This design comes from an exercise in tuning for small area, a short achievable clock period and few clock cycles per item on the open sky130 flow, not from production work.
No run shown here included a check of the RTL's function; only the layout flow was run.

==> design/flow/design.v <==
module SBox (
   input  [7:0] X,
   output [7:0] Y
   ) ;
   wire [39:0] P;
   wire [31:0] O;
   assign P[7:0] = X;
   genvar i;
   generate
      for (i = 0; i < 4; i = i + 1) begin : GEN
         assign O[8*i+7:8*i+4] = {P[8*i+7:8*i+5], P[8*i+4] ^ ~(P[8*i+7] | P[8*i+6])};
         assign O[8*i+3:8*i+0] = {P[8*i+3:8*i+1], P[8*i+0] ^ ~(P[8*i+3] | P[8*i+2])};
         assign P[8*i+15:8*i+8] = {O[8*i+2], O[8*i+1], O[8*i+7], O[8*i+6],
                                   O[8*i+4], O[8*i+0], O[8*i+3], O[8*i+5]};
      end
   endgenerate
   assign Y = {O[31:27], O[25], O[26], O[24]};
endmodule  
module ShiftRows (
   input  [127:0] X,
   output [127:0] Y
   ) ;
   assign Y[127:96] = X[127:96];
   assign Y[ 95:64] = {X[71:64], X[95:72]};
   assign Y[ 63:32] = {X[47:32], X[63:48]};
   assign Y[ 31: 0] = {X[23: 0], X[31:24]};
endmodule  
module MixColumns (
   input  [127:0] X,
   output [127:0] Y
   ) ;
   wire [7:0] c1_x2x1 = X[ 95: 88] ^ X[63:56];
   wire [7:0] c2_x2x1 = X[ 87: 80] ^ X[55:48];
   wire [7:0] c3_x2x1 = X[ 79: 72] ^ X[47:40];
   wire [7:0] c4_x2x1 = X[ 71: 64] ^ X[39:32];
   wire [7:0] c1_x2x0 = X[127:120] ^ X[63:56];
   wire [7:0] c2_x2x0 = X[119:112] ^ X[55:48];
   wire [7:0] c3_x2x0 = X[111:104] ^ X[47:40];
   wire [7:0] c4_x2x0 = X[103: 96] ^ X[39:32];
   assign Y[127:120] = c1_x2x0 ^ X[31:24];
   assign Y[ 95: 88] = X[127:120];
   assign Y[ 63: 56] = c1_x2x1;
   assign Y[ 31: 24] = c1_x2x0;
   assign Y[119:112] = c2_x2x0 ^ X[23:16];
   assign Y[ 87: 80] = X[119:112];
   assign Y[ 55: 48] = c2_x2x1;
   assign Y[ 23: 16] = c2_x2x0;
   assign Y[111:104] = c3_x2x0 ^ X[15:8];
   assign Y[ 79: 72] = X[111:104];
   assign Y[ 47: 40] = c3_x2x1;
   assign Y[ 15:  8] = c3_x2x0;
   assign Y[103: 96] = c4_x2x0 ^ X[7:0];
   assign Y[ 71: 64] = X[103:96];
   assign Y[ 39: 32] = c4_x2x1;
   assign Y[  7:  0] = c4_x2x0;
endmodule  
module Permutation (
   input  [127:0] X,
   output [127:0] Y
   ) ;
   assign Y[127:120] = X[ 55: 48];
   assign Y[119:112] = X[  7:  0];
   assign Y[111:104] = X[ 63: 56];
   assign Y[103: 96] = X[ 23: 16];
   assign Y[ 95: 88] = X[ 47: 40];
   assign Y[ 87: 80] = X[ 15:  8];
   assign Y[ 79: 72] = X[ 31: 24];
   assign Y[ 71: 64] = X[ 39: 32];
   assign Y[ 63: 56] = X[127:120];
   assign Y[ 55: 48] = X[119:112];
   assign Y[ 47: 40] = X[111:104];
   assign Y[ 39: 32] = X[103: 96];
   assign Y[ 31: 24] = X[ 95: 88];
   assign Y[ 23: 16] = X[ 87: 80];
   assign Y[ 15:  8] = X[ 79: 72];
   assign Y[  7:  0] = X[ 71: 64];
endmodule  
module HPermutation (
   input  [63:0] X,
   output [63:0] Y
   ) ;
   assign Y[63:56] = X[55:48];
   assign Y[55:48] = X[ 7: 0];
   assign Y[47:40] = X[63:56];
   assign Y[39:32] = X[23:16];
   assign Y[31:24] = X[47:40];
   assign Y[23:16] = X[15: 8];
   assign Y[15: 8] = X[31:24];
   assign Y[ 7: 0] = X[39:32];
endmodule  
module lfsr_gf56 ( 
   so,
   si, domain
   ) ;
   output [63:0] so;
   input [55:0]  si;
   input [7:0] 	  domain;
   wire [55:0] 	  lfsr, lfsrs, lfsrn;
   assign lfsr = {si[7:0],
		  si[15:8],
		  si[23:16],
		  si[31:24],
		  si[39:32],
		  si[47:40],
		  si[55:48]
		  };
   assign lfsrs = {lfsr[54:0],lfsr[55]};
   assign lfsrn = lfsrs ^ {lfsr[55],2'b0,lfsr[55],1'b0,lfsr[55],2'b0};   
   assign so = {lfsrn[7:0],
		lfsrn[15:8],
		lfsrn[23:16],
		lfsrn[31:24],
		lfsrn[39:32],
		lfsrn[47:40],
		lfsrn[55:48],
		domain};   
endmodule  
module LWC ( 
   do_data, pdi_ready, sdi_ready, do_valid, do_last,
   pdi_data, sdi_data, pdi_valid, sdi_valid, do_ready, clk, rst
   ) ;
   output [31:0] do_data;
   output reg    pdi_ready, sdi_ready;
   output        do_valid, do_last;
   input [31:0]  pdi_data, sdi_data;
   input         pdi_valid, sdi_valid, do_ready;
   input         clk, rst;
   localparam R = 1;
   localparam IDLE = 5'd0,  KLD = 5'd1,  KHD = 5'd2,  KW  = 5'd3,
              ADH  = 5'd4,  ADS = 5'd5,  ADT = 5'd6,  NH  = 5'd7,
              NW   = 5'd8,  NWT = 5'd9,  MH  = 5'd10, MS  = 5'd11,
              TH   = 5'd12, TW  = 5'd13, ST  = 5'd14, VH  = 5'd15,
              VW   = 5'd16, VS  = 5'd17;
   localparam C_AD = 2'd0, C_N = 2'd1, C_M = 2'd2;
   reg [127:0] S, K, T3, NB, T2;
   reg [63:0]  Z;
   reg [4:0]   st;
   reg [1:0]   wc;
   reg [15:0]  seglen;
   reg [3:0]   bm;             
   reg         blast, bpart, j3p;
   reg         dec, fail, sclr;
   reg         tpart;
   reg         busy, first, par;
   reg [5:0]   rc;
   reg [1:0]   ctype;
   reg [31:0]  od;
   reg         ov, ol;
   assign do_data  = od;
   assign do_valid = ov;
   assign do_last  = ol;
   wire [127:0] tk2 = first ? NB : T2;
   wire [127:0] tk3 = first ? K  : T3;
   wire [127:0] ks2a, ks3a, ks2, ks3, rout1, rout;
   wire [5:0]   rc2 = {rc[4:0], rc[5] ^ rc[4] ^ 1'b1};
   wire [63:0]  rk  = ((R == 1 && par) ? 64'h0 : Z) ^ tk2[127:64] ^ tk3[127:64];
   wire         last_rnd;
   SkinnyRound RND1 (.X(S), .RK(rk), .RC(rc), .Y(rout1));
   TKStep KA (.T2(tk2), .T3(tk3), .N2(ks2a), .N3(ks3a));
   generate
      if (R == 2) begin : TWO
         SkinnyRound RND2 (.X(rout1), .RK(ks2a[127:64] ^ ks3a[127:64]), .RC(rc2), .Y(rout));
         TKStep KB (.T2(ks2a), .T3(ks3a), .N2(ks2), .N3(ks3));
         assign last_rnd = busy & (rc == 6'h2D);
      end
      else begin : ONE
         assign rout = rout1;
         assign ks2  = ks2a;
         assign ks3  = ks3a;
         assign last_rnd = busy & (rc == 6'h1A);
      end
   endgenerate
   wire [63:0] zp, zr, zr2, zr3, zrev;
   HPermutation HP0 (.X(Z),   .Y(zp));
   HPermutation HP1 (.X(zp),  .Y(zr));
   HPermutation HP2 (.X(zr),  .Y(zr2));
   HPermutation HP3 (.X(zr2), .Y(zr3));
   HPermutation HP4 (.X(zr3), .Y(zrev));    
   reg  [7:0]  zdom;
   wire [63:0] zsrc = last_rnd ? zrev : Z;
   wire [63:0] zstep;
   lfsr_gf56 CNT (.so(zstep), .si(zsrc[63:8]), .domain(zdom));
   localparam [63:0] ZINIT = 64'h0100_0000_0000_0000;
   wire [31:0] stop = S[127:96];
   wire [31:0] gofs = {stop[24]^stop[31], stop[31:25],
                       stop[16]^stop[23], stop[23:17],
                       stop[8]^stop[15],  stop[15:9],
                       stop[0]^stop[7],   stop[7:1]};
   wire        offered = bm[3];
   wire [31:0] mask = {{8{bm[3]}}, {8{bm[2]}}, {8{bm[1]}}, {8{bm[0]}}};
   wire [31:0] pdo   = pdi_data ^ gofs;
   wire [31:0] wsel  = ((st == MS) & dec) ? pdo : pdi_data;
   wire [31:0] wm    = wsel & mask;
   wire [31:0] w     = {wm[31:4], j3p ? seglen[3:0] : wm[3:0]};
   wire        can_start = ~busy | last_rnd;
   wire        oready = ~ov | do_ready;
   wire        pin = pdi_valid & pdi_ready;
   wire        sin = sdi_valid & sdi_ready;
   reg [4:0]   stn;
   reg         sh, absw, nbsh, ksh, start;
   reg [1:0]   ctn;
   reg         wstep, zstepn, zinit;
   reg         endw;           
   reg         emit, elast;
   reg [31:0]  edata;
   always @* begin
      pdi_ready = 1'b0;
      sdi_ready = 1'b0;
      emit  = 1'b0;
      elast = 1'b0;
      edata = pdo & mask;
      stn   = st;
      sh    = 1'b0;
      absw  = 1'b0;
      nbsh  = 1'b0;
      ksh   = 1'b0;
      start = 1'b0;
      ctn   = C_M;
      wstep = 1'b0;
      zstepn = 1'b0;
      zinit = 1'b0;
      zdom  = 8'h08;
      endw  = 1'b0;
      case (st)
        IDLE, ADH, NH, VH: begin
           pdi_ready = 1'b1;
        end
        KLD, KHD, KW: begin
           sdi_ready = 1'b1;
           ksh = (st == KW) & sdi_valid;
        end
        ADS: begin
           pdi_ready = offered & ~busy;
           sh   = ~busy & (pdi_valid | ~offered);
           absw = 1'b1;
           wstep = sh;
           endw = sh & (wc == 2'd3);
        end
        ADT: begin
           pdi_ready = offered;
           nbsh = pdi_valid | ~offered;
           wstep = nbsh;
           endw = nbsh & (wc == 2'd3);
        end
        NW: begin
           pdi_ready = 1'b1;
           nbsh = pdi_valid;
           wstep = nbsh;
           endw = nbsh & (wc == 2'd3);
        end
        MH: begin
           pdi_ready = oready;
           emit  = pdi_valid & oready;
           edata = {dec ? 8'h43 : 8'h5A, pdi_data[23:0]};
        end
        MS: begin
           pdi_ready = offered & ~busy & oready;
           emit = offered & ~busy & pdi_valid & oready;
           sh   = ~busy & (offered ? (pdi_valid & oready) : 1'b1);
           absw = 1'b1;
           wstep = sh;
           endw = sh & (wc == 2'd3);
        end
        TH: begin
           emit  = oready;
           edata = 32'h8300_0010;
        end
        TW: begin
           emit  = ~busy & oready;
           edata = gofs;
           sh    = emit;
           wstep = sh;
        end
        VW: begin
           pdi_ready = ~busy;
           sh    = ~busy & pdi_valid;
           wstep = sh;
        end
        ST, VS: begin
           emit  = oready;
           elast = 1'b1;
           edata = ((st == VS) & fail) ? 32'hF000_0000 : 32'hE000_0000;
        end
        default: ;
      endcase
      case (st)
        IDLE: if (pin) begin
           if (pdi_data[31:28] == 4'h7) stn = KLD;
           else if (pdi_data[31:28] == 4'h2 || pdi_data[31:28] == 4'h3) begin
              stn = ADH;
              zinit = 1'b1;
           end
        end
        KLD: if (sin && sdi_data[31:28] == 4'h4) stn = KHD;
        KHD: if (sin) stn = KW;
        KW:  if (sin && wc == 2'd3) stn = IDLE;
        ADH: if (pin) stn = ADS;
        ADS: if (endw) begin
           zstepn = 1'b1;
           zdom   = blast ? (bpart ? 8'd26 : 8'd24) : 8'd8;
           stn    = blast ? NH : ADT;
        end
        ADT: if (endw) begin
           start = 1'b1;
           ctn   = C_AD;
           stn   = blast ? NH : ADS;
        end
        NH:  if (pin) stn = NW;
        NW:  if (endw) begin
           if (can_start) begin
              start = 1'b1;
              ctn   = C_N;
              stn   = MH;
           end
           else stn = NWT;
        end
        NWT: if (can_start) begin
           start = 1'b1;
           ctn   = C_N;
           stn   = MH;
        end
        MH:  if (pin) stn = MS;
        MS:  if (endw) begin
           zstepn = 1'b1;
           zdom   = blast ? (bpart ? 8'd21 : 8'd20) : 8'd4;
           start  = 1'b1;
           ctn    = C_M;
           stn    = blast ? (dec ? VH : TH) : MS;
        end
        TH:  if (emit) stn = TW;
        TW:  if (sh && wc == 2'd3) stn = ST;
        ST:  if (emit) stn = IDLE;
        VH:  if (pin) stn = VW;
        VW:  if (sh && wc == 2'd3) stn = VS;
        VS:  if (emit) stn = IDLE;
        default: stn = IDLE;
      endcase
      if (last_rnd && ctype == C_AD) zdom = tpart ? 8'd26 : 8'd24;
   end
   reg [15:0] seglen_n;
   reg [1:0]  wc_n;
   always @* begin
      seglen_n = seglen;
      if ((st == ADH || st == MH) && pin) seglen_n = pdi_data[15:0];
      else if (endw && st != NW) seglen_n = blast ? 16'h0 : seglen - 16'd16;
      if (st != stn) wc_n = 2'd0;
      else if (wstep || ksh) wc_n = wc + 2'd1;
      else wc_n = wc;
   end
   wire        full_n = |seglen_n[15:4];
   wire [3:0]  b0_n = {wc_n, 2'b00};
   wire [3:0]  bm_n = {full_n | (b0_n < seglen_n[3:0]),
                       full_n | ((b0_n | 4'd1) < seglen_n[3:0]),
                       full_n | ((b0_n | 4'd2) < seglen_n[3:0]),
                       full_n | ((b0_n | 4'd3) < seglen_n[3:0])};
   wire        blast_n = ~|seglen_n[15:5] & (~seglen_n[4] | ~|seglen_n[3:0]);  
   always @(posedge clk) begin
      if (busy)
        S <= rout;
      else if (sh)
        S <= {S[95:0], ((absw & sclr & (st == ADS)) ? 32'h0 : stop) ^ (absw ? w : 32'h0)};
      T2 <= ks2;
      T3 <= ks3;
      if (nbsh) NB <= {NB[95:0], (st == ADT) ? w : pdi_data};
      if (ksh)  K  <= {K[95:0], sdi_data};
      if (last_rnd)
        Z <= (ctype == C_AD) ? zstep : (ctype == C_N) ? ZINIT : zrev;
      else if (busy & (R == 2 || par))
        Z <= zp;
      else if (zstepn)
        Z <= zstep;
      else if (zinit)
        Z <= ZINIT;
      if (emit) od <= edata;
      if (emit) ol <= elast;
   end
   always @(posedge clk) begin
      if (rst) begin
         st    <= IDLE;
         wc    <= 2'd0;
         busy  <= 1'b0;
         first <= 1'b0;
         par   <= 1'b0;
         rc    <= 6'h01;
         ctype <= C_M;
         seglen <= 16'h0;
         bm    <= 4'h0;
         blast <= 1'b1;
         bpart <= 1'b1;
         j3p   <= 1'b0;
         dec   <= 1'b0;
         fail  <= 1'b0;
         sclr  <= 1'b0;
         tpart <= 1'b0;
         ov    <= 1'b0;
      end
      else begin
         st <= stn;
         wc <= wc_n;
         seglen <= seglen_n;
         bm    <= bm_n;
         blast <= blast_n;
         bpart <= ~full_n;
         j3p   <= (wc_n == 2'd3) & ~full_n;
         if (start) begin
            busy  <= 1'b1;
            first <= 1'b1;
            par   <= 1'b0;
            rc    <= 6'h01;
            ctype <= ctn;
         end
         else if (busy) begin
            first <= 1'b0;
            par   <= ~par;
            rc    <= (R == 2) ? {rc2[4:0], rc2[5] ^ rc2[4] ^ 1'b1} : rc2;
            if (last_rnd) busy <= 1'b0;
         end
         if (st == IDLE && pin) begin
            dec  <= pdi_data[28];
            fail <= 1'b0;
         end
         if (st == ADH && pin) sclr <= 1'b1;
         if (endw && st == ADS) sclr <= 1'b0;
         if (endw && st == ADT) tpart <= bpart;
         if (st == VW && sh && (pdo != 32'h0)) fail <= 1'b1;
         if (emit) ov <= 1'b1;
         else if (do_ready) ov <= 1'b0;
      end
   end
endmodule  
module SkinnyRound (
   input  [127:0] X,
   input  [63:0]  RK,
   input  [5:0]   RC,
   output [127:0] Y
   ) ;
   wire [127:0] sb, ka, sr;
   genvar i;
   generate
      for (i = 0; i < 16; i = i + 1) begin : SBOXES
         SBox SB (.X(X[8*i+7:8*i]), .Y(sb[8*i+7:8*i]));
      end
   endgenerate
   assign ka[127:64] = sb[127:64] ^ RK ^ {4'h0, RC[3:0], 30'h0, RC[5:4], 24'h0};
   assign ka[63:0]   = sb[63:0] ^ {8'h02, 56'h0};
   ShiftRows  SR (.X(ka), .Y(sr));
   MixColumns MC (.X(sr), .Y(Y));
endmodule  
module TKStep (
   input  [127:0] T2, T3,
   output [127:0] N2, N3
   ) ;
   wire [127:0] p2, p3;
   Permutation PT2 (.X(T2), .Y(p2));
   Permutation PT3 (.X(T3), .Y(p3));
   genvar i;
   generate
      for (i = 0; i < 8; i = i + 1) begin : LFSRS
         assign N2[64+8*i+7:64+8*i] = {p2[64+8*i+6:64+8*i], p2[64+8*i+7] ^ p2[64+8*i+5]};
         assign N3[64+8*i+7:64+8*i] = {p3[64+8*i] ^ p3[64+8*i+6], p3[64+8*i+7:64+8*i+1]};
      end
   endgenerate
   assign N2[63:0] = p2[63:0];
   assign N3[63:0] = p3[63:0];
endmodule  
==> design/flow/run.sh <==
#!/bin/bash
# synth_recipe.tcl (not shown) runs the flow's synth.tcl, then flattens the netlist and writes it again
# the make line also repeats each setting of config.mk as NAME=value (left out here)
make -C /OpenROAD-flow-scripts/flow DESIGN_CONFIG=/design/flow/config.mk WORK_HOME=/design/flow/orfs CLKGATE_MAP_FILE= SYNTH_SCRIPT=/design/flow/synth_recipe.tcl finish
==> design/flow/config.mk <==
export PLATFORM = sky130hd
export DESIGN_NAME = LWC
export DESIGN_NICKNAME = LWC
export VERILOG_FILES = /design/flow/design.v
export SDC_FILE = /design/flow/constraint.sdc
export NUM_CORES = 4
export LEC_CHECK = 0
export CAP_MARGIN = 20
export CORE_MARGIN = 2
export CORE_UTILIZATION = 40
export SETUP_SLACK_MARGIN = 2.6
export SLEW_MARGIN = 20
==> design/flow/constraint.sdc <==
create_clock -name core_clock -period 5.5 [get_ports {clk}]
set_input_delay 1.1000 -clock core_clock [delete_from_list [all_inputs] [get_ports {clk}]]
set_output_delay 1.1000 -clock core_clock [all_outputs]
set_load 0.01 [all_outputs]
==> results.txt, run 1 <==
- Status: finished clean
- Global-route wire length before repair: 174200 um
- Starting Density: roughly two fifths
- Mapped Nets: approximately 3100
- GR Overflow Total: 0
- Reg2Reg Capture Point: bm[3]$_SDFF_PP0_
- Share of post-route cells with drive strength above 1: around a quarter
- DRC: 0
- Dpl cells: between 4000 and 5000
- CP startpoint kind: flip-flop
- Area Growth Syn to Fin: 21.95%
- Worst r2r path cells: 13
- Antenna-violating nets left: 0
- FMAX: 262.8 MHz
- Routed WL per cell: roughly 27 um
- Post-synth top area cell: edfxtp_1
- Final net count: around 3400
- H-tree levels: 3
- Critical path required time: around 6100 ps
- Worst Path Max Fanout: 10
- Ys flop type: edfxtp_1
- Final Hold Fails: 0
- Library cells used by synthesis: 83
- Post-Layout Cell Count: 4602
- Yosys reg bits: roughly 800
- Post-synth EDFFs: just under 500
- Synth area leaders: edfxtp_1, dfxtp_1, mux2_2
- Root Driver: clkbuf_16
- CTS tree: done
- Max_cap viols: 0
- Critical R2R Launch: st[1]$_SDFF_PP0_
- Gpl congestion: ~0.94
- Die X-Extent: ~310 um
- Final Max Tran Viols: 0
- Final TNS setup: 0 ps
- Detailed placement HPWL: roughly 90000 um
- Mapped cell area: around 37000 um^2
- FF-to-FF setup slack: 1690 ps
- Ys Warns: 1
- Die Y: 308.4 um
- Routed vias/inst: between 5 and 6
- Sequential-to-total area share from yosys stat: approximately 55%
- Worst slew margin: between 30% and 40%
- CTS max path bufs: 3
- Clk pin slew, worst setup/hold paths: 60 ps
- Hold Crit Class: flip-flop to flip-flop
- CTS Sinks: 783
- Clock Latency Late Sink: about 670 ps
- Storage element area: between 20000 and 25000 um^2
- Top-count cell post-synth: edfxtp_1
- Vias: between 20000 and 30000
- Routed WL: approximately 120000 um
- Multi-input combinational cell area: about 17000 um^2
- Core Util, Final: slightly below 50%
- Syn avg cell area: about 12 um^2
- Hold Startpoint: K[73]$_DFFE_PP_
- Final setup fails: 0
- Hold Path Stages: 0
- Mapped Cells: between 3000 and 4000
- Hold Buf Count CTS: 0
- Fin crit share: approximately 69%
- Placement Rows: about 110
- Setup crit end kind: flip-flop
- Minimum clock period: ~3800 ps
- Top cells by count, synth: edfxtp_1, nand2_1, mux2_2
- Layout filler cell count: 8136
- DR iter-0 viols: about 3300
- Tot GR Track Use: between 20% and 30%
- Drt pass-1 iters: 8
- Largest net degree at the start of global routing: 174
- Hold path endpoint: K[105]$_DFFE_PP_
- Worst-Margin Slew: 927.5 ps
- Vias in the first global route: approximately 24000
- # IOs: between 100 and 150
- Port Buffers: ~100
- Kind of critical path: flip-flop to flip-flop
- Skew final: about 26 ps
- Async set-reset flop share out of synthesis: 0%
- Arrival @ worst endpoint: 4400 ps
- RSZ-0062 raised after global routing: true
- CORE AREA: just over 90000 um^2
- Total die area: approximately 95000 um^2
- CTS buffer count: 86
- Yosys top cell area share: 38.96%
- Initial antenna violation count: 7
==> flip-flops by register name, summed over array words and instances, names as in the netlist, 2 cells and up <==
register	count
K	128
NB	128
S	128
T2	128
T3	128
Z	64
od	32
seglen	16
rc	6
st	5
bm	4
ctype	2
wc	2
==> placed cells by master, fill, tap and decap left out, drive strengths merged, types with 10 or more instances in the layout <==
master         count
dfxtp            302
edfxtp           481
or2               11
nand3             42
inv               46
and2              41
xor2             126
nand4             23
a211oi            10
a22o              28
xnor2            258
xor3              10
nand2b            23
a222oi            43
clkinv            16
nor3b             10
clkdlybuf4s50     95
clkbuf           142
nor2b             78
xnor3             58
or3               36
buf              213
a21oi             66
nor3              25
nand2            318
nor2             133
a31oi             14
mux2i             53
nor4              15
o21ai            185
a22oi             21
mux2             305
==> how the worst max path moves through the flow <==
| stage | from | endpoint | slack [ps] | depth (start not counted) |
|---|---|---|---|---|
| global route | st[0]$_SDFF_PP0_ | bm[3]$_SDFF_PP0_ | 1620 | 15 |
| floorplan | sdi_valid | bm[1]$_SDFF_PP0_ | -460 | 10 |
| CTS | st[0]$_SDFF_PP0_ | bm[1]$_SDFF_PP0_ | 1750 | 14 |
| detailed placement | sdi_data[28] | bm[1]$_SDFF_PP0_ | 300 | 14 |
| finish | st[1]$_SDFF_PP0_ | bm[3]$_SDFF_PP0_ | 1690 | 13 |
| global placement | sdi_data[28] | bm[1]$_SDFF_PP0_ | 240 | 14 |
==> final cells by class <==
type                    count  share of cell area (%)
clock buffers             138                   5.942
multi-input cells        2054                   37.37
flip-flops and latches    783                   45.38
well taps                1243                   3.440
inverters                  46                  0.4096
diodes                      4                 0.02214
clock inverters            21                  0.5147
repair buffers            313                   6.919
==> layer usage <==
metal / share of wire, % / track usage (%) / up-vias / wire, um
met1: 44 / 36.25 / 12696 / 53650
met5: 0 / 0 / - / 0
met3: 7.9 / 4.205 / 222 / 9742
met4: 4.6 / 9.767 / 0 / 5701
li1: - / - / 11454 / -
met2: 44 / 39.01 / 1203 / 54200
==> repair_timing <==
| action | CTS | global route |
|---|---|---|
| resized for setup | 168 | 113 |
| setup buffers | 93 | 52 |
| setup endpoints to repair | 490 | 302 |
| gates cloned | 7 | 2 |
| hold endpoints to repair | 0 | 0 |
| pin swaps | 35 | 58 |
==> stage by stage <==
step | area, um^2 | hold WS, ps | setup WS, ps
final | 45210 | 442.9 | 1695
after floorplan | 37240 | 420.4 | -459.7
after CTS | 44190 | 441.4 | 1755
after detailed placement | 39670 | 428.2 | 303.1
after global placement | 39660 | 421.8 | 238.8
after global routing | 45210 | 453.1 | 1624
==> cells by family (layout without fill, tap and decap cells) <==
kind of cell    count (synthesis)  in the layout  share of synthesized area (%)
simple gates                  792            793                          10.42
flops                         783            783                          55.27
xor+xnor                      452            452                          13.24
compound gates                445            445                          7.870
mux                           358            358                          10.70
buf+inv                       219            518                          2.308
fa+ha+maj                       6              6                         0.2025
other cells                     0              4                              0
==> worst max-delay path, stage by stage (launching register included) <==
cell	delay [ps]
dfxtp_4	370
buf_6	150
nor3_2	500
and3_1	440
nor2_1	90
a221o_1	400
a2111oi_4	360
or4b_4	540
nor2_4	120
ha_4	220
a21oi_4	150
o211a_1	190
a21oi_1	50
a21oi_1	140
==> run 2, diff against run 1 <==
--- a/design/flow/design.v
+++ b/design/flow/design.v
@@ -125,7 +125,7 @@
    input [31:0]  pdi_data, sdi_data;
    input         pdi_valid, sdi_valid, do_ready;
    input         clk, rst;
-   localparam R = 1;
+   localparam R = 2;
    localparam IDLE = 5'd0,  KLD = 5'd1,  KHD = 5'd2,  KW  = 5'd3,
               ADH  = 5'd4,  ADS = 5'd5,  ADT = 5'd6,  NH  = 5'd7,
               NW   = 5'd8,  NWT = 5'd9,  MH  = 5'd10, MS  = 5'd11,
--- a/design/flow/config.mk
+++ b/design/flow/config.mk
@@ -8,5 +8,5 @@
 export CAP_MARGIN = 20
 export CORE_MARGIN = 2
 export CORE_UTILIZATION = 40
-export SETUP_SLACK_MARGIN = 2.6
+export SETUP_SLACK_MARGIN = 1.3
 export SLEW_MARGIN = 20
==> results.txt, run 2 <==
- Status: finished clean
- Slowest cell on crit path: xnor3_2
- Arrival @ worst endpoint: 4990 ps (+590 ps)
- DRC: 0 (unchanged)
- Commonest non-fill, non-tap cell in the layout: edfxtp_1
- Die X-Extent: 333.5 um (+8.1%)
- Share of post-route cells with drive strength above 1: 29.69% (+4.8 points)
- Mapped cell area: 43420 um^2 (+17%)
- Antenna-violating nets left: 0 (unchanged)
- DR iter-0 viols: 4538 (+37%)
- Port Buffers: 104 (unchanged)
- Top cells by count, synth: edfxtp_1, xnor2_1, dfxtp_1
- Drt pass-1 iters: 5 (-3)
- RSZ-0062 raised after global routing: true
- Final TNS setup: 0 ps (unchanged)
- Placement Rows: 120 (+8.1%)
- Area Growth Syn to Fin: 28.57%
- Final Max Tran Viols: 0 (unchanged)
- Worst slew margin: 24.31% (-14 points)
- CP startpoint kind: flip-flop
- Syn avg cell area: 11.27 um^2 (-7.1%)
- Root Driver: clkbuf_16
- Layout filler cell count: 9293 (+14%)
- Sequential-to-total area share from yosys stat: 47.14% (-8.1 points)
- Most frequent cells in the layout: edfxtp_1, buf_4, xnor2_1, dfxtp_1, nor2_1
- Hold Buf Count CTS: 0 (unchanged)
- CP max stage delay: 580 ps (+40 ps)
- Tot GR Track Use: 32.14% (+6.6 points)
- Critical path required time: 5880 ps (-210 ps)
- Vias in the first global route: 30601 (+26%)
- Synth area leaders: edfxtp_1, dfxtp_1, xnor2_1
- Worst-Margin Slew: 1124 ps (+196.0 ps)
- CTS max path bufs: 3 (unchanged)
- Routed WL per cell: 31.92 um (+19%)
- Yosys top cell area share: 33.26% (-5.7 points)
- Vias: 33794 (+32%)
- Final net count: 4404 (+31%)
- Core Util, Final: 52.01% (+2.8 points)
- Hold_ws: 438.4 ps (-4.524 ps)
- Detailed placement HPWL: 143200 um (+60%)
- Fin crit share: 83.73% (+15 points)
- Critical path, cell by cell: buf_4 -> buf_12 -> mux2_4 -> xor2_4 -> xnor3_2 -> xnor3_2 -> nor2b_4 -> xnor3_2 -> nor2_4 -> mux2i_2 -> buf_4 -> xnor3_2 -> xnor2_4 -> xor2_1 -> o21ai_1
- Ys Warns: 1 (unchanged)
- CORE AREA: 107400 um^2 (+17%)
- Total die area: 111200 um^2 (+17%)
- Gpl congestion: 1.046 (+11%)
- Top-count cell post-synth: edfxtp_1
- Multi-input combinational cell area: 25040 um^2 (+48%)
- FF-to-FF setup slack: 890 ps (-800 ps)
- Routed vias/inst: 5.813 (+4.6%)
- Largest net degree at the start of global routing: 156 (-10%)
- Max_cap viols: 0 (unchanged)
- # IOs: 105 (unchanged)
- Post-synth top area cell: edfxtp_1
- Initial antenna violation count: 16 (+9)
- CTS buffer count: 88 (+2.3%)
- Library cells used by synthesis: 98 (+18%)
- Minimum clock period: 4605 ps (+799.9 ps)
- Post-synth EDFFs: 481 (unchanged)
- Hold Startpoint: NB[64]$_DFFE_PP_
- Clock Latency Late Sink: 710 ps (+40 ps)
- FMAX: 217.1 MHz (-17%)
- Routed WL: 185600 um (+51%)
- Async set-reset flop share out of synthesis: 0% (unchanged)
- Mapped Nets: 3927 (+25%)
- Kind of critical path: flip-flop to flip-flop
- Mapped Cells: 3852 (+26%)
- Yosys reg bits: 782 (-0.13%)
- Worst Path Max Fanout: 5 (-5)
- Die Y: 333.5 um (+8.1%)
- Ys flop type: edfxtp_1
- CTS tree: done
- Storage element area: 20480 um^2 (-0.16%)
- Hold path endpoint: NB[96]$_DFFE_PP_
- Hold Path Stages: 0 (unchanged)
- Critical R2R Launch: first$_SDFFE_PP0P_
- Hold Crit Class: flip-flop to flip-flop
- Skew final: 66.17 ps (+39.86 ps)
- Final Hold Fails: 0 (unchanged)
- Global-route wire length before repair: 247000 um (+42%)
- Reg2Reg Capture Point: S[113]$_DFFE_PP_
- Starting Density: 40.45% (+0.066 points)
- GR Overflow Total: 0 (unchanged)
- H-tree levels: 3 (unchanged)
- Setup crit end kind: flip-flop
- CTS Sinks: 782 (-0.13%)
- Top cell by count, worst path: xnor3_2
- Final setup fails: 0 (unchanged)
- Clk pin slew, worst setup/hold paths: 60 ps (about the same)
- Worst r2r path cells: 15 (+2)
## run 2: through the flow
stage,instance area [um^2],std cells,setup WS [ps]
after detailed placement,46950,5327,320.6
after global placement,46950,5327,369.7
after floorplan,43610,3852,628.2
after global routing,55820,5808,820.5
final,55830,5814,894.8
after CTS,52650,5632,1007
## run 2: timing repair
action,4_1_cts,5_1_grt
resized for setup,281,322
endpoints found under the hold margin,0,0
endpoints found under the setup margin,99,92
pin swaps,74,138
buffers inserted,137,173
cloned,2,3
## run 2: logic make-up after synthesis
group	count (synthesis)	synth area share (%)
XOR/XNOR	813	20.37
multiplexers	389	9.779
AND/OR/NAND/NOR	952	10.55
buffers and inverters	278	2.809
AO/OA/AOI/OAI	632	9.177
flip-flops	782	47.14
adder cells (fa/ha/maj)	6	0.1729
## run 2: how the worst max path moves through the flow
stage                     slack, ps               end          startpoint  cells past startpoint
after floorplan                 630  bm[1]$_SDFF_PP0_           pdi_valid                     10
after global placement          370  S[112]$_DFFE_PP_  first$_SDFFE_PP0P_                     14
after detailed placement        320  S[112]$_DFFE_PP_  first$_SDFFE_PP0P_                     14
after CTS                      1010  S[124]$_DFFE_PP_     S[43]$_DFFE_PP_                     14
after global routing            820  S[120]$_DFFE_PP_     S[47]$_DFFE_PP_                     20
final                           890  S[113]$_DFFE_PP_  first$_SDFFE_PP0P_                     15
## run 2: metal layers
metal	share of wire (%)	up-vias	track usage, %
met5	0.012	-	0
met4	6.8	4	17.40
met3	9.6	409	5.721
met2	43	1871	47.73
met1	41	16861	44.49
li1	-	14649	-
## run 2: area by class of cell
cell class / count / area share [%]
repair buffers: 590 / 9.347
well taps: 1403 / 3.144
clock buffers: 121 / 4.446
diodes: 6 / 0.02689
inverters: 75 / 0.5042
clock inverters: 45 / 0.9928
multi-input cells: 2792 / 44.85
flip-flops and latches: 782 / 36.69
## run 2: critical path: cells and delay by family (launching register included)
family / cells / cell delay (ps)
buffers and inverters: 3 / 420
and+or+nand+nor: 2 / 340
muxes: 2 / 610
AOI/OAI and AO/OA: 1 / 70
DFF: 1 / 420
xor gates and xnor gates: 7 / 2390
==> run 3, diff against run 2 <==
--- a/design/flow/design.v
+++ b/design/flow/design.v
@@ -136,12 +136,13 @@
    reg [63:0]  Z;
    reg [4:0]   st;
    reg [1:0]   wc;
+   reg [1:0]   g;              
    reg [15:0]  seglen;
    reg [3:0]   bm;             
    reg         blast, bpart, j3p;
    reg         dec, fail, sclr;
    reg         tpart;
-   reg         busy, first, par;
+   reg         busy, par;
    reg [5:0]   rc;
    reg [1:0]   ctype;
    reg [31:0]  od;
@@ -149,8 +150,8 @@
    assign do_data  = od;
    assign do_valid = ov;
    assign do_last  = ol;
-   wire [127:0] tk2 = first ? NB : T2;
-   wire [127:0] tk3 = first ? K  : T3;
+   wire [127:0] tk2 = T2;
+   wire [127:0] tk3 = T3;
    wire [127:0] ks2a, ks3a, ks2, ks3, rout1, rout;
    wire [5:0]   rc2 = {rc[4:0], rc[5] ^ rc[4] ^ 1'b1};
    wire [63:0]  rk  = ((R == 1 && par) ? 64'h0 : Z) ^ tk2[127:64] ^ tk3[127:64];
@@ -203,6 +204,9 @@
    reg         endw;           
    reg         emit, elast;
    reg [31:0]  edata;
+   wire         ph = (g == wc);
+   wire [127:0] nb_n = {NB[95:0], nbsh ? ((st == ADT) ? w : pdi_data) : NB[127:96]};
+   wire [127:0] k_n  = {K[95:0], ksh ? sdi_data : K[127:96]};
    always @* begin
       pdi_ready = 1'b0;
       sdi_ready = 1'b0;
@@ -225,9 +229,12 @@
         IDLE, ADH, NH, VH: begin
            pdi_ready = 1'b1;
         end
-        KLD, KHD, KW: begin
+        KLD, KHD: begin
            sdi_ready = 1'b1;
-           ksh = (st == KW) & sdi_valid;
+        end
+        KW: begin
+           sdi_ready = ph;
+           ksh = ph & sdi_valid;
         end
         ADS: begin
            pdi_ready = offered & ~busy;
@@ -237,14 +244,14 @@
            endw = sh & (wc == 2'd3);
         end
         ADT: begin
-           pdi_ready = offered;
-           nbsh = pdi_valid | ~offered;
+           pdi_ready = offered & ph;
+           nbsh = ph & (pdi_valid | ~offered);
            wstep = nbsh;
            endw = nbsh & (wc == 2'd3);
         end
         NW: begin
-           pdi_ready = 1'b1;
-           nbsh = pdi_valid;
+           pdi_ready = ph;
+           nbsh = ph & pdi_valid;
            wstep = nbsh;
            endw = nbsh & (wc == 2'd3);
         end
@@ -254,9 +261,9 @@
            edata = {dec ? 8'h43 : 8'h5A, pdi_data[23:0]};
         end
         MS: begin
-           pdi_ready = offered & ~busy & oready;
-           emit = offered & ~busy & pdi_valid & oready;
-           sh   = ~busy & (offered ? (pdi_valid & oready) : 1'b1);
+           pdi_ready = offered & ~busy & ph & oready;
+           emit = offered & ~busy & ph & pdi_valid & oready;
+           sh   = ~busy & ph & (offered ? (pdi_valid & oready) : 1'b1);
            absw = 1'b1;
            wstep = sh;
            endw = sh & (wc == 2'd3);
@@ -314,7 +321,7 @@
            end
            else stn = NWT;
         end
-        NWT: if (can_start) begin
+        NWT: if (can_start && g == 2'd3) begin
            start = 1'b1;
            ctn   = C_N;
            stn   = MH;
@@ -359,10 +366,10 @@
         S <= rout;
       else if (sh)
         S <= {S[95:0], ((absw & sclr & (st == ADS)) ? 32'h0 : stop) ^ (absw ? w : 32'h0)};
-      T2 <= ks2;
-      T3 <= ks3;
-      if (nbsh) NB <= {NB[95:0], (st == ADT) ? w : pdi_data};
-      if (ksh)  K  <= {K[95:0], sdi_data};
+      T2 <= start ? nb_n : ks2;
+      T3 <= start ? k_n : ks3;
+      NB <= nb_n;
+      K  <= k_n;
       if (last_rnd)
         Z <= (ctype == C_AD) ? zstep : (ctype == C_N) ? ZINIT : zrev;
       else if (busy & (R == 2 || par))
@@ -377,9 +384,9 @@
    always @(posedge clk) begin
       if (rst) begin
          st    <= IDLE;
+         g     <= 2'd0;
          wc    <= 2'd0;
          busy  <= 1'b0;
-         first <= 1'b0;
          par   <= 1'b0;
          rc    <= 6'h01;
          ctype <= C_M;
@@ -396,6 +403,7 @@
       end
       else begin
          st <= stn;
+         g  <= g + 2'd1;
          wc <= wc_n;
          seglen <= seglen_n;
          bm    <= bm_n;
@@ -404,13 +412,11 @@
          j3p   <= (wc_n == 2'd3) & ~full_n;
          if (start) begin
             busy  <= 1'b1;
-            first <= 1'b1;
             par   <= 1'b0;
             rc    <= 6'h01;
             ctype <= ctn;
          end
          else if (busy) begin
-            first <= 1'b0;
             par   <= ~par;
             rc    <= (R == 2) ? {rc2[4:0], rc2[5] ^ rc2[4] ^ 1'b1} : rc2;
             if (last_rnd) busy <= 1'b0;
--- a/design/flow/config.mk
+++ b/design/flow/config.mk
@@ -8,5 +8,5 @@
 export CAP_MARGIN = 20
 export CORE_MARGIN = 2
 export CORE_UTILIZATION = 40
-export SETUP_SLACK_MARGIN = 1.3
+export SETUP_SLACK_MARGIN = 0.4
 export SLEW_MARGIN = 20
==> results.txt, run 3 <==
- CTS tree: done
- Arrival @ worst endpoint: 5400 ps (+410 ps)
- Commonest non-fill, non-tap cell in the layout: nand2_1
- FF-to-FF setup slack: 540 ps (-360 ps)
- Mapped Nets: 4550 (+16%)
- Synth area leaders: dfxtp_1, edfxtp_1, xnor2_1
- Final Hold Fails: 0 (unchanged)
- Clock Latency Late Sink: 680 ps (-30 ps)
- Routed WL: 166900 um (-10%)
- Vias in the first global route: 31026 (+1.4%)
- Worst Path Max Fanout: 5 (unchanged)
- Drt pass-1 iters: 8 (+3)
- Top cells by count, synth: nand2_1, xnor2_1, dfxtp_1
- Global-route wire length before repair: 231500 um (-6.3%)
- Routed WL per cell: 27.85 um (-13%)
- Ys flop type: dfxtp_1
- Layout filler cell count: 9864 (+6.1%)
- Critical Path Source: Z[43]$_DFFE_PP_
- CORE AREA: 101600 um^2 (-5.4%)
- Root Driver: clkbuf_16
- Final Max Tran Viols: 0 (unchanged)
- Mapped Cells: 4474 (+16%)
- Final worst slack: 539.3 ps (-355.5 ps)
- Area Growth Syn to Fin: 14.49%
- Total die area: 104800 um^2 (-5.7%)
- FMAX: 201.6 MHz (-7.2%)
- Antenna-violating nets left: 0 (unchanged)
- CP startpoint kind: flip-flop
- GR Overflow Total: 0 (unchanged)
- CTS max path bufs: 3 (unchanged)
- Dpl cells: 5831 (+9.5%)
- Final TNS setup: 0 ps (unchanged)
- Final setup fails: 0 (unchanged)
- Kind of critical path: flip-flop to flip-flop
- Largest net degree at the start of global routing: 85 (-46%)
- Critical path required time: 5940 ps (+60 ps)
- DR iter-0 viols: 4551 (+0.29%)
- Die Y: 323.8 um (-2.9%)
- Gpl congestion: 0.9891 (-5.4%)
- Skew final: 34.50 ps (-31.66 ps)
- Worst slew margin: 23.97% (-0.33 points)
- Detailed placement HPWL: 133200 um (-7.0%)
- Port Buffers: 104 (unchanged)
- Critical R2R Launch: Z[43]$_DFFE_PP_
- CTS buffer count: 85 (-3.4%)
- Post-synth EDFFs: 225 (-53%)
- Share of post-route cells with drive strength above 1: 9.708% (-20 points)
- Mapped cell area: 40910 um^2 (-5.8%)
- RSZ-0062 raised after global routing: false
- Tot GR Track Use: 31.33% (-0.80 points)
- Hold Startpoint: K[23]$_DFF_P_
- Post-Layout Cell Count: 5994 (+3.1%)
- Place WS: 311.0 ps (-9.655 ps)
- Yosys top cell area share: 27.31% (-6.0 points)
- Most frequent cells in the layout: nand2_1, xnor2_1, dfxtp_1, nor2_1, o21ai_0
- Status: finished clean
- Fin crit share: 90.19% (+6.5 points)
- Initial antenna violation count: 8 (-8)
- Ys Warns: 1 (unchanged)
- DRC: 0 (unchanged)
- # IOs: 105 (unchanged)
- Core Util, Final: 46.10% (-5.9 points)
- Max_cap viols: 0 (unchanged)
- Final net count: 4633 (+5.2%)
- Placement Rows: 117 (-2.5%)
- Top-count cell post-synth: nand2_1
- Syn avg cell area: 9.143 um^2 (-19%)
- Sequential-to-total area share from yosys stat: 43.82% (-3.3 points)
- Clk pin slew, worst setup/hold paths: 60 ps (about the same)
- Worst-Margin Slew: 1135 ps (+11.57 ps)
- Hold Buf Count CTS: 0 (unchanged)
- Starting Density: 40.27% (-0.18 points)
- Setup crit end kind: flip-flop
- Routed vias/inst: 5.610 (-3.5%)
- Vias: 33624 (-0.50%)
- Async set-reset flop share out of synthesis: 0% (unchanged)
- Hold Crit Class: flip-flop to flip-flop
- Minimum clock period: 4961 ps (+355.5 ps)
- Post-synth top area cell: dfxtp_1
- Library cells used by synthesis: 106 (+8.2%)
- Yosys reg bits: 783 (+0.13%)
- H-tree levels: 3 (unchanged)
- Die X-Extent: 323.8 um (-2.9%)
- CTS Sinks: 783 (+0.13%)
run 3: cell families after synthesis:
kind of cell | Yosys count | synth area share (%)
XOR/XNOR | 877 | 20.81
AND/OR/NAND/NOR | 1709 | 18.17
buffers and inverters | 274 | 2.633
adder cells (fa/ha/maj) | 7 | 0.2141
flip-flops | 783 | 43.82
multiplexers | 134 | 3.618
AO/OA/AOI/OAI | 690 | 10.72
run 3: worst max-delay path, stage by stage, from the launching register on:
cell and delay, ps:
edfxtp_1 440, xor2_1 500, xnor2_1 310, xnor3_1 460
xnor3_1 440, o21ai_1 100, or3_1 340, a211o_1 340
and4_4 210, or4_1 520, a211oi_2 250, xnor2_1 190
xor2_1 250, xnor2_1 100, mux2_2 270
run 3: path summary, 6_finish.rpt:
path / cells after the start / endpoint
worst max-delay path: 14 / S[104]$_DFFE_PP_
worst min-delay path: 0 / K[55]$_DFF_P_
worst max register to register: 14 / S[104]$_DFFE_PP_
worst min register to register: 0 / K[55]$_DFF_P_
run 3: area by class of cell:
type / instances / area [um^2] / area share, %
Multi-Input combinational cell: 3417 / 22020 / 47.02
Sequential cell: 783 / 17930 / 38.29
Clock buffer: 123 / 2524 / 5.388
Timing Repair Buffer: 229 / 2062 / 4.403
Tap cell: 1368 / 1712 / 3.655
Clock inverter: 32 / 427.9 / 0.9137
Inverter: 41 / 153.9 / 0.3286
Antenna cell: 1 / 2.502 / 0.005343
run 3: what timing repair did:
| item | CTS | global route |
|---|---|---|
| setup buffers | 0 | 7 |
| pin swaps | 0 | 0 |
| gates resized for setup | 1 | 8 |
| setup endpoints to repair | 2 | 14 |
run 3: layer usage:
metal | track usage, % | wire length (um)
met1 | 43.34 | 70920
met2 | 47.79 | 72390
met3 | 4.683 | 13960
met4 | 15.26 | 9586
met5 | 0 | 57
run 3: metrics by stage:
step / instance area [um^2] / hold slack [ps]
floorplan: 40910 / 330.6
global placement: 43770 / 331.9
detailed placement: 43770 / 334.8
CTS: 46730 / 338.6
global route: 46830 / 345.7
finish: 46830 / 345.4
==> run 4, diff against run 3 <==
--- a/design/flow/config.mk
+++ b/design/flow/config.mk
@@ -8,5 +8,5 @@
 export CAP_MARGIN = 20
 export CORE_MARGIN = 2
 export CORE_UTILIZATION = 40
-export SETUP_SLACK_MARGIN = 0.4
+export SETUP_SLACK_MARGIN = 0.8
 export SLEW_MARGIN = 20
==> results.txt, run 4 <==
- Hold path endpoint: NB[92]$_DFF_P_
- Worst r2r path cells: 14 (unchanged)
- Mapped Cells: 4474 (unchanged)
- Drt pass-1 iters: 7 (-1)
- Final net count: 4707 (+1.6%)
- Vias in the first global route: 30743 (-0.91%)
- Initial antenna violation count: 6 (-2)
- Routed WL per cell: 27.64 um (-0.75%)
- CORE AREA: 101600 um^2 (unchanged)
- Worst Path Max Fanout: 4 (-1)
- Mapped Nets: 4550 (unchanged)
- Critical R2R Launch: Z[43]$_DFFE_PP_
- Antenna-violating nets left: 0 (unchanged)
- FF-to-FF setup slack: 810 ps (+270 ps)
- Most frequent cells in the layout: nand2_1, dfxtp_1, xnor2_1, nor2_1, o21ai_0
- Post-synth EDFFs: 225 (unchanged)
- Async set-reset flop share out of synthesis: 0% (unchanged)
- CP startpoint kind: flip-flop
- Global-route wire length before repair: 229900 um (-0.70%)
- Port Buffers: 104 (unchanged)
- Library cells used by synthesis: 106 (unchanged)
- Routed WL: 167600 um (+0.41%)
- RSZ-0062 raised after global routing: true
- Status: finished clean
- Total die area: 104800 um^2 (unchanged)
- # IOs: 105 (unchanged)
- Hold Path Stages: 0 (unchanged)
- Final Max Tran Viols: 0 (unchanged)
- CTS tree: done
- Clock Latency Late Sink: 670 ps (about the same)
- Vias: 34047 (+1.3%)
- Routed vias/inst: 5.615 (about the same)
- Final TNS setup: 0 ps (unchanged)
- Mapped cell area: 40910 um^2 (unchanged)
- Final worst slack: 812.7 ps (+273.4 ps)
- Worst slew margin: 23.58% (-0.39 points)
- GR Overflow Total: 0 (unchanged)
- DRC: 0 (unchanged)
- Minimum clock period: 4687 ps (-273.4 ps)
- Commonest non-fill, non-tap cell in the layout: nand2_1
- Area Growth Syn to Fin: 17.49%
- Placement Rows: 117 (unchanged)
- Worst-Margin Slew: 1146 ps (+11.15 ps)
- Top cells by count, synth: nand2_1, xnor2_1, dfxtp_1
- Kind of critical path: flip-flop to flip-flop
- Die X-Extent: 323.8 um (unchanged)
- Skew final: 45.37 ps (+10.87 ps)
- CTS max path bufs: 3 (unchanged)
- Critical path required time: 5910 ps (-30 ps)
- Sequential-to-total area share from yosys stat: 43.82% (unchanged)
- Setup crit end kind: flip-flop
- Hold Crit Class: flip-flop to flip-flop
- Post-synth top area cell: dfxtp_1
- Reg2Reg Capture Point: S[107]$_DFFE_PP_
- Yosys reg bits: 783 (unchanged)
- Ys Warns: 1 (unchanged)
- Clk pin slew, worst setup/hold paths: 60 ps (about the same)
- CTS buffer count: 83 (-2.4%)
- Ys flop type: dfxtp_1
- DR iter-0 viols: 4477 (-1.6%)
- Tot GR Track Use: 31.16% (-0.17 points)
- Max_cap viols: 0 (unchanged)
- Detailed placement HPWL: 132300 um (-0.69%)
- Place WS: 94.59 ps (-216.4 ps)
- Hold Buf Count CTS: 0 (unchanged)
- Synth area leaders: dfxtp_1, edfxtp_1, xnor2_1
- FMAX: 213.3 MHz (+5.8%)
- CTS Sinks: 783 (unchanged)
- Final Hold Fails: 0 (unchanged)
- Share of post-route cells with drive strength above 1: 13.06% (+3.4 points)
- Hold Startpoint: NB[60]$_DFF_P_
- Gpl congestion: 1.052 (+6.3%)
- Syn avg cell area: 9.143 um^2 (unchanged)
- Top-count cell post-synth: nand2_1
- H-tree levels: 3 (unchanged)
- Fin crit share: 85.22% (-5.0 points)
- Root Driver: clkbuf_16
- Starting Density: 40.27% (unchanged)
- Final setup fails: 0 (unchanged)
- Die Y: 323.8 um (unchanged)
- Arrival @ worst endpoint: 5100 ps (-300 ps)
- Yosys top cell area share: 27.31% (unchanged)
- Largest net degree at the start of global routing: 187 (+120%)
-- run 4: cell type report --
class	instances	area, um^2
clock inverters	36	397.9
multi-input cells	3417	22750
repair buffers	305	2661
flip-flops and latches	783	17940
diodes	2	5.005
inverters	41	153.9
fillers	9705	53530
clock buffers	112	2442
well taps	1368	1712
-- run 4: critical path: stages, from the launching register on --
cell and delay [ps]:
edfxtp_1 420, xor2_2 240, xnor2_2 390, xnor3_2 410
xnor3_2 380, o21ai_1 90, or3_1 340, a211o_1 320
and2_0 250, a21oi_1 360, nor2_1 180, xnor2_1 400
xnor2_1 190, xor2_1 170, mux2_2 260
-- run 4: logic make-up (layout without fill, tap and decap cells) --
| logic type | Yosys count | count (layout) | synth area share (%) |
|---|---|---|---|
| flops | 783 | 783 | 43.82 |
| other cells | 0 | 2 | 0 |
| compound gates | 690 | 690 | 10.72 |
| xor+xnor | 877 | 877 | 20.81 |
| fa+ha+maj | 7 | 7 | 0.2141 |
| mux | 134 | 134 | 3.618 |
| buf+inv | 274 | 494 | 2.633 |
| simple gates | 1709 | 1709 | 18.17 |
-- run 4: layer usage --
layer	track usage (%)	routed length (um)
met1	43.14	70310
met5	0	51
met4	16.72	10850
met3	4.795	14770
met2	46.67	71620
-- run 4: through the flow --
| step | cells | cell area [um^2] | utilization (%) | hold WS (ps) |
|---|---|---|---|---|
| floorplan | 4474 | 40920 | - | 330.6 |
| global placement | 5841 | 43890 | 43.20 | 331.9 |
| detailed placement | 5841 | 43890 | 43.20 | 334.5 |
| CTS | 5999 | 46980 | 46.24 | 346.0 |
| global route | 6062 | 48060 | 47.30 | 353.9 |
| finish | 6064 | 48060 | 47.31 | 346.2 |
-- run 4: how the worst max path moves through the flow --
| stage | start | to | slack (ps) |
|---|---|---|---|
| floorplan | pdi_valid | bm[1]$_SDFF_PP0_ | 800 |
| global placement | S[103]$_DFFE_PP_ | S[103]$_DFFE_PP_ | 80 |
| detailed placement | S[103]$_DFFE_PP_ | S[103]$_DFFE_PP_ | 90 |
| CTS | S[102]$_DFFE_PP_ | S[103]$_DFFE_PP_ | 760 |
| global route | S[107]$_DFFE_PP_ | S[107]$_DFFE_PP_ | 730 |
| finish | Z[43]$_DFFE_PP_ | S[107]$_DFFE_PP_ | 810 |
-- run 4: repair_timing --
item / 4_1_cts / 5_1_grt
cloned: 0 / 0
setup buffers: 10 / 63
endpoints found under the hold margin: 0 / 0
resized for setup: 26 / 106
endpoints found under the setup margin: 28 / 45
pin swaps: 3 / 27

-- what the ideal ports hide --
How much do the figures lean on ideal ports? The routed layouts below were timed once more, with nothing changed but the port constraints. Step 1, drivers: a clkbuf_16 drives clk and a buf_2 each remaining input, both assumed. Step 2 adds t to the input delays and takes it off the output delays; t is the mean of the earliest and latest rising clock arrival at the registers after step 1. Input paths then give back, and output paths get back, about the clock's delay inside the block. Three values: ideal, step 1, step 2; two values: the first two.
| run | t, ns | setup WS [ns] | hold slack, ns | worst slew at a driven data input, ns | pins driven straight from the clock port |
|---|---|---|---|---|---|
| run 1 | 0.724 | 1.695 / 1.695 / 1.097 | 0.443 / 0.443 / 0.443 | 0.10 | 1 |
| run 2 | 0.756 | 0.895 / 0.895 / 0.682 | 0.438 / 0.438 / 0.438 | 0.12 | 1 |
| run 3 | 0.741 | 0.539 / 0.539 / 0.274 | 0.345 / 0.345 / 0.345 | 0.09 | 1 |
| run 4 | 0.718 | 0.813 / 0.813 / 0.514 | 0.346 / 0.346 / 0.346 | 0.09 | 1 |
After both steps setup and hold are still met in every run listed. The setup slack of run 1, which loses most, moves by 0.000 ns with the drivers and by -0.598 ns with both steps.
